This is an optimization exercise on Yosys and OpenROAD, whose aim is small area and a short achievable clock period, not a production implementation. At most, simulation tests tie the RTL to the original design; equivalence was not proved. The flow treats the clock pin as an ideal source. Dropping or thinning the clock tree relies on that and would not hold on a real chip. No activity file was given, so power comes from the tool's default toggle rates.

==> module fifo, before the edit <==
module fifo(
    input         clk,
    input         rst,         
    input  [7:0]  data_in,
    input         w_en,
    input         r_en,
    output reg [7:0] data_out,
    output reg    full,
    output reg    empty
);
    reg [7:0] mem [0:3][0:7];
    reg [3:0] wb;               
    reg [3:0] wbok;             
    reg [7:0] wr;               
    reg [3:0] rb;               
    reg [3:0] rbok;             
    reg [7:0] crow [0:3];       
    reg [3:0] cm;               
    reg [8:0] cq;               
    reg [7:0] cand [0:3];       
    reg [7:0] wd;               
    reg       byp;              
    reg       nfull, nempty;    
    reg       up_q, dn_q;       
    wire wok = w_en & nfull;
    wire rd  = r_en & nempty;
    genvar b, i;
    generate
        for (b = 0; b < 4; b = b + 1) begin : g_bank
            for (i = 0; i < 8; i = i + 1) begin : g_row
                always @(posedge clk)
                    if (w_en & wbok[b] & wr[i])
                        mem[b][i] <= data_in;
            end
            reg [7:0] sel;
            integer k;
            always @* begin
                sel = 8'b0;
                for (k = 0; k < 8; k = k + 1)
                    sel = sel | ({8{crow[b][k]}} & mem[b][k]);
            end
            always @(posedge clk)
                cand[b] <= sel;
            always @(posedge clk)
                if (!rst)
                    crow[b] <= 8'b1;
                else if (r_en & rbok[b])
                    crow[b] <= {crow[b][6:0], crow[b][7]};
        end
    endgenerate
    wire [3:0] hs = rb & {4{~byp}};
    wire [7:0] head = ({8{hs[0]}} & cand[0]) | ({8{hs[1]}} & cand[1])
                    | ({8{hs[2]}} & cand[2]) | ({8{hs[3]}} & cand[3])
                    | ({8{byp}} & wd);
    wire inc = w_en & (r_en ? empty : nfull);
    wire dec = r_en & (w_en ? full : nempty);
    wire       one_n   = cq[0] & cm[1];
    wire       n31_n   = cq[7] & cm[3];
    wire       empty_n = ~w_en & (empty | (r_en & one_n));
    wire       full_n  = ~r_en & (full | (w_en & n31_n));
    wire [3:0] wb_n    = wok ? {wb[2:0], wb[3]} : wb;
    wire [3:0] rb_n    = rd ? {rb[2:0], rb[3]} : rb;
    wire [3:0] cm_n    = inc ? {cm[2:0], cm[3]} : (dec ? {cm[0], cm[3:1]} : cm);
    wire       up      = w_en & ~r_en & up_q;
    wire       dn      = r_en & (w_en ? full : dn_q);
    always @(posedge clk) begin
        wd  <= data_in;
        byp <= wok & (empty | (r_en & one_n));
    end
    always @(posedge clk) begin
        if (!rst) begin
            wb       <= 4'b1;
            wbok     <= 4'b1;
            wr       <= 8'b1;
            rb       <= 4'b1;
            rbok     <= 4'b0;
            cm       <= 4'b1;
            cq       <= 9'b1;
            up_q     <= 1'b0;
            dn_q     <= 1'b0;
            empty    <= 1'b1;
            full     <= 1'b0;
            nempty   <= 1'b0;
            nfull    <= 1'b1;
            data_out <= 8'b0;
        end else begin
            wb     <= wb_n;
            wbok   <= full_n ? 4'b0 : wb_n;
            if (w_en & wbok[3])
                wr <= {wr[6:0], wr[7]};
            rb     <= rb_n;
            rbok   <= empty_n ? 4'b0 : rb_n;
            if (rd)
                data_out <= head;
            cm     <= cm_n;
            if (up)
                cq <= {cq[7:0], 1'b0};
            else if (dn)
                cq <= {1'b0, cq[8:1]};
            up_q   <= cm_n[3] & ~full_n;
            dn_q   <= cm_n[0] & ~empty_n;
            empty  <= empty_n;
            full   <= full_n;
            nempty <= ~empty_n;
            nfull  <= ~full_n;
        end
    end
endmodule
Settings: LEC_CHECK=0, CAP_MARGIN=20, CORE_MARGIN=2, CORE_UTILIZATION=55, SETUP_SLACK_MARGIN=1.1, SLEW_MARGIN=20, TNS_END_PERCENT=5; clock period 2.4 ns.
standard.sh (not shown) runs the stock make flow with config.mk's settings and CLKGATE_MAP_FILE= SYNTH_SCRIPT=/design/flow/synth_recipe.tcl, a recipe that flattens the netlist after the stock synthesis.
==> flow/flow/run.sh <==
#!/bin/bash
set -euo pipefail
bash standard.sh finish PRE_CTS_TCL="$PWD/flow/my_cts.tcl" \
  BUFFER_PORTS_ARGS="-buffer_cell sky130_fd_sc_hd__buf_4" \
  MATCH_CELL_FOOTPRINT=0 > standard.log 2>&1
Other scripts of this flow, unchanged in this note and not shown: flow/flow/my_cts.tcl, flow/flow/my_cts_params.tcl
The baseline completed without violations.
Edit:
--- a/flow/design.v
+++ b/flow/design.v
@@ -16,16 +16,15 @@
     reg [3:0] rbok;             
     reg [7:0] crow [0:3];       
     reg [3:0] cm;               
     reg [8:0] cq;               
     reg [7:0] cand [0:3];       
-    reg [7:0] wd;               
-    reg       byp;              
     reg       nfull, nempty;    
     reg       up_q, dn_q;       
     wire wok = w_en & nfull;
     wire rd  = r_en & nempty;
+    wire low = cq[0];
     genvar b, i;
     generate
         for (b = 0; b < 4; b = b + 1) begin : g_bank
             for (i = 0; i < 8; i = i + 1) begin : g_row
                 always @(posedge clk)
@@ -38,22 +37,20 @@
                 sel = 8'b0;
                 for (k = 0; k < 8; k = k + 1)
                     sel = sel | ({8{crow[b][k]}} & mem[b][k]);
             end
             always @(posedge clk)
-                cand[b] <= sel;
+                cand[b] <= (w_en & wb[b] & low) ? data_in : sel;
             always @(posedge clk)
                 if (!rst)
                     crow[b] <= 8'b1;
                 else if (r_en & rbok[b])
                     crow[b] <= {crow[b][6:0], crow[b][7]};
         end
     endgenerate
-    wire [3:0] hs = rb & {4{~byp}};
-    wire [7:0] head = ({8{hs[0]}} & cand[0]) | ({8{hs[1]}} & cand[1])
-                    | ({8{hs[2]}} & cand[2]) | ({8{hs[3]}} & cand[3])
-                    | ({8{byp}} & wd);
+    wire [7:0] head = ({8{rb[0]}} & cand[0]) | ({8{rb[1]}} & cand[1])
+                    | ({8{rb[2]}} & cand[2]) | ({8{rb[3]}} & cand[3]);
     wire inc = w_en & (r_en ? empty : nfull);
     wire dec = r_en & (w_en ? full : nempty);
     wire       one_n   = cq[0] & cm[1];
     wire       n31_n   = cq[7] & cm[3];
     wire       empty_n = ~w_en & (empty | (r_en & one_n));
@@ -61,14 +58,10 @@
     wire [3:0] wb_n    = wok ? {wb[2:0], wb[3]} : wb;
     wire [3:0] rb_n    = rd ? {rb[2:0], rb[3]} : rb;
     wire [3:0] cm_n    = inc ? {cm[2:0], cm[3]} : (dec ? {cm[0], cm[3:1]} : cm);
     wire       up      = w_en & ~r_en & up_q;
     wire       dn      = r_en & (w_en ? full : dn_q);
-    always @(posedge clk) begin
-        wd  <= data_in;
-        byp <= wok & (empty | (r_en & one_n));
-    end
     always @(posedge clk) begin
         if (!rst) begin
             wb       <= 4'b1;
             wbok     <= 4'b1;
             wr       <= 8'b1;
Clock skew decreases by 0.018 ns.
Worst setup slack got worse by 0.069 ns.
First-iteration DRC count increases by about 24%.
Sequential share of layout area decreases by 1.7 points.
Wire length increases by about 5.5%.
Hold slack improved by 0.018 ns.
Critical path depth increases by 2.
Only the layout flow was run in the second run of this note; the RTL was not checked for function there. In every run of this note, the design's own scripts or RTL, not TritonCTS, make the clock network.

* * *

== main ==
Another version of the RTL of fifo (not shown whole).
Size: roughly 890 cells after synthesis, about 380 flip-flops, roughly 13000 um2 of cells after synthesis.
==> module fifo, before the edit <==
module fifo(
    input         clk,
    input         rst,         
    input  [7:0]  data_in,
    input         w_en,
    input         r_en,
    output reg [7:0] data_out,
    output reg    full,
    output reg    empty
);
    reg [7:0] mem [0:3][0:7];
    reg [3:0] wb;               
    reg [3:0] wbok;             
    reg [7:0] wr;               
    reg [3:0] rb;               
    reg [3:0] rbok;             
    reg [7:0] crow [0:3];       
    reg [3:0] cm;               
    reg [8:0] cq;               
    reg [7:0] cand [0:3];       
    reg [7:0] wd;               
    reg       byp;              
    reg       nfull, nempty;    
    reg       up_q, dn_q;       
    wire wok = w_en & nfull;
    wire rd  = r_en & nempty;
    genvar b, i;
    generate
        for (b = 0; b < 4; b = b + 1) begin : g_bank
            for (i = 0; i < 8; i = i + 1) begin : g_row
                always @(posedge clk)
                    if (w_en & wbok[b] & wr[i])
                        mem[b][i] <= data_in;
            end
            reg [7:0] sel;
            integer k;
            always @* begin
                sel = 8'b0;
                for (k = 0; k < 8; k = k + 1)
                    sel = sel | ({8{crow[b][k]}} & mem[b][k]);
            end
            always @(posedge clk)
                cand[b] <= sel;
            always @(posedge clk)
                if (!rst)
                    crow[b] <= 8'b1;
                else if (r_en & rbok[b])
                    crow[b] <= {crow[b][6:0], crow[b][7]};
        end
    endgenerate
    wire [3:0] hs = rb & {4{~byp}};
    wire [7:0] head = ({8{hs[0]}} & cand[0]) | ({8{hs[1]}} & cand[1])
                    | ({8{hs[2]}} & cand[2]) | ({8{hs[3]}} & cand[3])
                    | ({8{byp}} & wd);
    wire inc = w_en & (r_en ? ~nempty : nfull);
    wire dec = r_en & (w_en ? ~nfull : nempty);
    wire       one_n   = cq[0] & cm[1];
    wire       n31_n   = cq[7] & cm[3];
    wire       empty_n = ~w_en & (~nempty | (r_en & one_n));
    wire       full_n  = ~r_en & (~nfull | (w_en & n31_n));
    wire [3:0] wb_n    = wok ? {wb[2:0], wb[3]} : wb;
    wire [3:0] rb_n    = rd ? {rb[2:0], rb[3]} : rb;
    wire [3:0] cm_n    = inc ? {cm[2:0], cm[3]} : (dec ? {cm[0], cm[3:1]} : cm);
    wire       up      = w_en & ~r_en & up_q;
    wire       dn      = r_en & (w_en ? ~nfull : dn_q);
    always @(posedge clk) begin
        wd  <= data_in;
        byp <= wok & (~nempty | (r_en & one_n));
    end
    always @(posedge clk) begin
        if (!rst) begin
            wb       <= 4'b1;
            wbok     <= 4'b1;
            wr       <= 8'b1;
            rb       <= 4'b1;
            rbok     <= 4'b0;
            cm       <= 4'b1;
            cq       <= 9'b1;
            up_q     <= 1'b0;
            dn_q     <= 1'b0;
            empty    <= 1'b1;
            full     <= 1'b0;
            nempty   <= 1'b0;
            nfull    <= 1'b1;
            data_out <= 8'b0;
        end else begin
            wb     <= wb_n;
            wbok   <= full_n ? 4'b0 : wb_n;
            if (w_en & wbok[3])
                wr <= {wr[6:0], wr[7]};
            rb     <= rb_n;
            rbok   <= empty_n ? 4'b0 : rb_n;
            if (rd)
                data_out <= head;
            cm     <= cm_n;
            if (up)
                cq <= {cq[7:0], 1'b0};
            else if (dn)
                cq <= {1'b0, cq[8:1]};
            up_q   <= cm_n[3] & ~full_n;
            dn_q   <= cm_n[0] & ~empty_n;
            empty  <= empty_n;
            full   <= full_n;
            nempty <= ~empty_n;
            nfull  <= ~full_n;
        end
    end
endmodule
clock: 2.4 ns
lec_check: 0
cap_margin: 20
core_margin: 2
core_utilization: 65
setup_slack_margin: 1.15
slew_margin: 20
tns_end_percent: 5
Scripts as last shown in full above: flow/flow/run.sh
Other scripts of this flow, unchanged in this note and not shown: flow/flow/my_cts.tcl, flow/flow/my_cts_params.tcl
Looking at the reports, main completed the entire flow and the layout it produced met the timing, design-rule and antenna checks.
Here is what was changed in the inputs of the feature branch compared with main.
==> flow/design.v <==
module fifo(
    input         clk,
    input         rst,         
    input  [7:0]  data_in,
    input         w_en,
    input         r_en,
    output reg [7:0] data_out,
    output reg    full,
    output reg    empty
);
    reg [7:0] mem [0:3][0:7];
    reg [3:0] wbok;             
    reg [7:0] wr;               
    reg [3:0] rbok;             
    reg [7:0] crow [0:3];       
    reg [3:0] cm;               
    reg [8:0] cq;               
    reg [7:0] cand [0:3];       
    reg [7:0] wd;               
    reg       byp;              
    reg       nfull, nempty;    
    reg       up_q, dn_q;       
    wire wok = w_en & nfull;
    wire rd  = r_en & nempty;
    genvar b, i;
    generate
        for (b = 0; b < 4; b = b + 1) begin : g_bank
            for (i = 0; i < 8; i = i + 1) begin : g_row
                always @(posedge clk)
                    if (w_en & wbok[b] & wr[i])
                        mem[b][i] <= data_in;
            end
            reg [7:0] sel;
            integer k;
            always @* begin
                sel = 8'b0;
                for (k = 0; k < 8; k = k + 1)
                    sel = sel | ({8{crow[b][k]}} & mem[b][k]);
            end
            always @(posedge clk)
                cand[b] <= sel;
            always @(posedge clk)
                if (!rst)
                    crow[b] <= 8'b1;
                else if (r_en & rbok[b])
                    crow[b] <= {crow[b][6:0], crow[b][7]};
        end
    endgenerate
    wire [3:0] hs = rbok & {4{~byp}};
    wire [7:0] head = ({8{hs[0]}} & cand[0]) | ({8{hs[1]}} & cand[1])
                    | ({8{hs[2]}} & cand[2]) | ({8{hs[3]}} & cand[3])
                    | ({8{byp}} & wd);
    wire inc = w_en & (r_en ? ~nempty : nfull);
    wire dec = r_en & (w_en ? ~nfull : nempty);
    wire       one_n   = cq[0] & cm[1];
    wire       n31_n   = cq[7] & cm[3];
    wire       empty_n = ~w_en & (~nempty | (r_en & one_n));
    wire       full_n  = ~r_en & (~nfull | (w_en & n31_n));
    wire [3:0] wb      = nfull ? wbok : rbok;
    wire [3:0] rb      = nempty ? rbok : wbok;
    wire [3:0] wb_n    = wok ? {wbok[2:0], wbok[3]} : wb;
    wire [3:0] rb_n    = rd ? {rbok[2:0], rbok[3]} : rb;
    wire [3:0] cm_n    = inc ? {cm[2:0], cm[3]} : (dec ? {cm[0], cm[3:1]} : cm);
    wire       up      = w_en & ~r_en & up_q;
    wire       dn      = r_en & (w_en ? ~nfull : dn_q);
    always @(posedge clk) begin
        wd  <= data_in;
        byp <= wok & (~nempty | (r_en & one_n));
    end
    always @(posedge clk) begin
        if (!rst) begin
            wbok     <= 4'b1;
            wr       <= 8'b1;
            rbok     <= 4'b0;
            cm       <= 4'b1;
            cq       <= 9'b1;
            up_q     <= 1'b0;
            dn_q     <= 1'b0;
            empty    <= 1'b1;
            full     <= 1'b0;
            nempty   <= 1'b0;
            nfull    <= 1'b1;
            data_out <= 8'b0;
        end else begin
            wbok   <= full_n ? 4'b0 : wb_n;
            if (w_en & wbok[3])
                wr <= {wr[6:0], wr[7]};
            rbok   <= empty_n ? 4'b0 : rb_n;
            if (rd)
                data_out <= head;
            cm     <= cm_n;
            if (up)
                cq <= {cq[7:0], 1'b0};
            else if (dn)
                cq <= {1'b0, cq[8:1]};
            up_q   <= cm_n[3] & ~full_n;
            dn_q   <= cm_n[0] & ~empty_n;
            empty  <= empty_n;
            full   <= full_n;
            nempty <= ~empty_n;
            nfull  <= ~full_n;
        end
    end
endmodule
==> comparison <==
Total wire length after detailed routing (lower): the feature branch. Compared with main, in the feature branch vertical extent of the die went down about 0.4%; global routing met2 resource utilization increased by 1.6 points relative to the old numbers; post-synth net total shrank by about 0.9%; proportion of layout cells with a drive suffix above 1 now sits lower; die area fell 0.83%. Power: the feature branch draws less than main. [the feature branch vs main] via total after detailed routing: lower in the feature branch.
Only the layout flow was run in the feature branch; the RTL was not checked for function there. In every run of this note, the design's own scripts or RTL, not TritonCTS, make the clock network.

[re-timing with driven ports]
In the flow no input, the clock included, has a driving cell. The finished layouts below were timed again as built, in two steps.
Step 1 (the two cells are an assumption about what drives the block):
set clk [get_ports {clk}]
set_driving_cell -lib_cell sky130_fd_sc_hd__clkbuf_16 $clk
set_driving_cell -lib_cell sky130_fd_sc_hd__buf_2 [delete_from_list [all_inputs] $clk]
Step 2 moves the port delays by t, midway between the first and last clock arrival at a register: inputs arrive t later, outputs are due t later. That takes back most of the time a late clock gives input paths.
Three values: no drivers, after step 1, after step 2; two values: the first two.
run	shift t [ns]	setup WS [ns]	clock arrival spread, ns	worst slew at a driven data input, ns
the first run of note 1	0.423	1.085 / 0.979 / 0.753	0.070 / 0.070	0.06
the second run of note 1	0.419	1.016 / 0.965 / 0.631	0.053 / 0.054	0.18
main	0.407	1.112 / 1.019 / 0.815	0.044 / 0.045	0.07
the feature branch	0.405	0.906 / 0.906 / 0.756	0.058 / 0.058	0.08
After both steps every run listed still meets setup and hold. For the second run of note 1, which loses most, drivers alone change the setup slack by -0.051 ns; drivers and shift together by -0.385 ns.
